What follows belongs to an exercise in optimizing a design on an open flow for small area, a short achievable clock period and few clock cycles; a production flow would make more cautious choices.
RTL that was checked went through simulation tests only; none was proved equivalent to the original.
The flow treats the clock pin as an ideal source, which a real chip does not have.

Setup of fjord:
==> flow/design.v <==
`timescale 1ns/1ps
module RISC_V(clk, rst, mem_addr, mem_wdata, mem_we, mem_rdata);
    input clk, rst;
    input  [15:0] mem_rdata;
    output [15:0] mem_addr;
    output [15:0] mem_wdata;
    output        mem_we;
    reg  [15:1] fa;         
    reg  [15:0] ir;         
    reg  [7:0]  sa, sb;     
    reg         iv;         
    reg         mem;        
    reg  [15:0] ea;         
    reg  [2:0]  mrd;        
    reg         mst;        
    reg  [15:0] rf [0:7];
    integer k;
    wire [15:0] w      = mem_rdata;
    wire        w_jump = (w[14:12] == 3'b100);
    wire        w_pt   = (w[14:12] == 3'b011) & w[15];   
    wire [15:1] inc    = w_jump ? {{4{w[15]}}, w[11:1]} :
                         w_pt   ? {{12{w[15]}}, w[9], w[2:1]} : 15'd1;
    wire [15:1] fnext  = fa + inc;
    wire [2:0] op  = ir[14:12];
    wire [2:0] f3  = ir[2:0];
    wire       exv = iv & ~mem;
    wire is_r  = (op == 3'b000);
    wire is_l  = (op == 3'b001);
    wire is_s  = (op == 3'b010);
    wire is_b  = (op == 3'b011);
    wire is_i  = (op == 3'b101);
    reg [15:0] a, b;
    always @(*) begin
        a = 16'd0;
        b = 16'd0;
        for (k = 0; k < 8; k = k + 1) begin
            a = a | ({16{sa[k]}} & rf[k]);
            b = b | ({16{sb[k]}} & rf[k]);
        end
    end
    wire [15:0] immI = {{10{ir[15]}}, ir[8:6], ir[2:0]};
    wire [15:0] immS = {{10{ir[15]}}, ir[5:0]};
    wire        sub  = is_b | (is_r & ~f3[2] & (f3[1] | f3[0]));
    wire [15:0] op2  = (is_r | is_b) ? (sub ? ~b : b) : (is_s ? immS : immI);
    wire [15:0] sum  = a + op2 + {15'd0, sub};
    wire        lt   = (a[15] ^ b[15]) ? a[15] : sum[15];
    wire        eq   = (a == b);
    reg [15:0] res;
    always @(*) begin
        if (is_r & (f3 == 3'b111))      res = a & b;
        else if (is_r & (f3 == 3'b110)) res = a | b;
        else if (is_r & (f3 == 3'b010)) res = {15'd0, lt};
        else                            res = sum;
    end
    wire [4:0]  bimm  = {ir[15], ir[15], ir[9], ir[2:1]};         
    wire [4:0]  boff  = ir[15] ? (5'd1 - bimm) : (bimm - 5'd1);
    wire [15:1] alt   = fa + {{10{boff[4]}}, boff};
    wire taken    = ir[11] ? lt : (eq ^ ir[10]);
    wire redirect = exv & is_b & (taken ^ ir[15]);
    wire        ex_we = exv & (is_r | is_i);
    wire        wen   = mem ? ~mst : ex_we;
    wire [2:0]  wa    = mem ? mrd : ir[11:9];
    wire [15:0] wd    = mem ? mem_rdata : res;
    always @(posedge clk)
        if (wen) rf[wa] <= wd;
    always @(posedge clk or posedge rst) begin
        if (rst) begin
            fa  <= 15'd0;
            iv  <= 1'b0;
            mem <= 1'b0;
        end else begin
            mem <= exv & (is_l | is_s);
            if (~mem) begin
                fa <= ({15{redirect}} & alt) | ({15{~redirect}} & fnext);
                iv <= ~redirect;
            end
        end
    end
    wire keep_b = mem | (exv & is_s);
    always @(posedge clk) begin
        if (~mem)
            ir <= w;
        for (k = 0; k < 8; k = k + 1) begin
            sa[k] <= mem ? (ir[5:3] == k) : (w[5:3] == k);
            sb[k] <= keep_b ? (ir[8:6] == k) : (w[8:6] == k);
        end
        ea  <= sum;
        mrd <= ir[11:9];
        mst <= is_s;
    end
    assign mem_addr  = mem ? ea : {fa, 1'b0};
    assign mem_wdata = b;
    assign mem_we    = mem & mst;
endmodule
clock: 8.0 ns
lec_check: 0
abc_area: 1
cap_margin: 20
core_margin: 2
core_utilization: 40
setup_slack_margin: 4.2
slew_margin: 20
standard.sh (not shown) runs the stock make flow with config.mk's settings and CLKGATE_MAP_FILE= SYNTH_SCRIPT=/design/flow/synth_recipe.tcl, a recipe that flattens the netlist after the stock synthesis.
==> flow/flow/run.sh <==
#!/bin/bash
# The standard layout (standard.sh, unchanged synthesis) with two
# changes: plain buffers on the ports (buffer_ports otherwise picks delay
# cells), and an area recovery pass after the post-CTS timing repair that
# downsizes cells while the setup slack stays at or above
# SETUP_SLACK_MARGIN; the global-route repair then runs as usual. Full tool
# output goes to standard.log.
set -e
export FLOW_FLOW_DIR=$PWD/flow
export BUFFER_PORTS_ARGS="-buffer_cell sky130_fd_sc_hd__buf_1"
export POST_CTS_TCL=$FLOW_FLOW_DIR/post_cts.tcl
bash standard.sh > standard.log 2>&1
Other scripts of this flow, unchanged in this note and not shown: flow/flow/area_recover.tcl, flow/flow/post_cts.tcl
Testbench counts of fjord, summed over its fixed seeds: cycles 40,390.
Setup changes, fjord to delta
--- a/flow/design.v
+++ b/flow/design.v
@@ -17,11 +17,16 @@
     integer k;
     wire [15:0] w      = mem_rdata;
     wire        w_jump = (w[14:12] == 3'b100);
     wire        w_pt   = (w[14:12] == 3'b011) & w[15];   
-    wire [15:1] inc    = w_jump ? {{4{w[15]}}, w[11:1]} :
-                         w_pt   ? {{12{w[15]}}, w[9], w[2:1]} : 15'd1;
-    wire [15:1] fnext  = fa + inc;
+    wire [15:5] hp1    = fa[15:5] + 11'd1;
+    wire [15:5] hm1    = fa[15:5] - 11'd1;
+    wire [4:0]  lp1    = {1'b0, fa[4:1]} + 5'd1;
+    wire [15:1] fp1    = {lp1[4] ? hp1 : fa[15:5], lp1[3:0]};
+    wire [15:1] tj     = fa + {{4{w[15]}}, w[11:1]};
+    wire [4:0]  blo    = {1'b0, fa[4:1]} + {2'b01, w[9], w[2:1]};
+    wire [15:1] tb     = {blo[4] ? fa[15:5] : hm1, blo[3:0]};
+    wire [15:1] fnext  = w_jump ? tj : w_pt ? tb : fp1;
     wire [2:0] op  = ir[14:12];
     wire [2:0] f3  = ir[2:0];
     wire       exv = iv & ~mem;
     wire is_r  = (op == 3'b000);
@@ -40,10 +45,11 @@
     end
     wire [15:0] immI = {{10{ir[15]}}, ir[8:6], ir[2:0]};
     wire [15:0] immS = {{10{ir[15]}}, ir[5:0]};
     wire        sub  = is_b | (is_r & ~f3[2] & (f3[1] | f3[0]));
-    wire [15:0] op2  = (is_r | is_b) ? (sub ? ~b : b) : (is_s ? immS : immI);
-    wire [15:0] sum  = a + op2 + {15'd0, sub};
+    wire [15:0] op2  = (is_r | is_b) ? b : (is_s ? immS : immI);
+    wire [15:0] sx   = {16{sub}};
+    wire [15:0] sum  = sx ^ ((a ^ sx) + op2);
     wire        lt   = (a[15] ^ b[15]) ? a[15] : sum[15];
     wire        eq   = (a == b);
     reg [15:0] res;
     always @(*) begin
@@ -53,9 +59,10 @@
         else                            res = sum;
     end
     wire [4:0]  bimm  = {ir[15], ir[15], ir[9], ir[2:1]};         
     wire [4:0]  boff  = ir[15] ? (5'd1 - bimm) : (bimm - 5'd1);
-    wire [15:1] alt   = fa + {{10{boff[4]}}, boff};
+    wire [5:0]  alo   = {2'b00, fa[4:1]} + {boff[4], boff};
+    wire [15:1] alt   = {alo[5] ? hm1 : alo[4] ? hp1 : fa[15:5], alo[3:0]};
     wire taken    = ir[11] ? lt : (eq ^ ir[10]);
     wire redirect = exv & is_b & (taken ^ ir[15]);
     wire        ex_we = exv & (is_r | is_i);
     wire        wen   = mem ? ~mst : ex_we;
Results
- fjord → delta: non-clock buffer area fraction after layout went up.
- On total area of sequential cells, fjord and delta are neck and neck.
- Summary of delta over fjord: first-pass GRT wire length has increased, sequential share of layout area -1.3 points, vertical die dimension picked up an extra 1.9%.
- Where wire length is concerned, fjord is better than delta.
- Area occupied by multi-input gates on delta is up relative to fjord.
- Summary — inverter count, delta relative to fjord: lower, by 5.
- delta vs. fjord: via count of the first global-routing pass went up by 9.0%.
- delta against fjord: area of the mapped netlist higher, worst slew margin relative to its limit grew by 5.3 points.
For delta, only the layout was checked, not whether the RTL still works.

==> port drivers added, routing unchanged <==
How much do the figures lean on ideal ports? The routed layouts below were timed once more, with nothing changed but the port constraints. Step 1 assumes that a clkbuf_16 drives the clock port and a buf_2 every other input. Step 2 also shifts input and output timing later by t, the mid clock arrival at the registers, as if the neighbouring blocks saw the same clock. Slacks: ideal ports / drivers / drivers and shift; pairs: ideal ports / drivers.
| run | t, ns | setup slack, ns | worst slew at a driven data input, ns |
|---|---|---|---|
| fjord | 0.488 | 4.283 / 4.283 / 3.807 | 0.06 |
| delta | 0.495 | 4.166 / 4.166 / 3.816 | 0.04 |
After both steps every run listed still meets setup and hold. For fjord, which loses most, drivers alone change the setup slack by 0.000 ns; drivers and shift together by -0.476 ns.
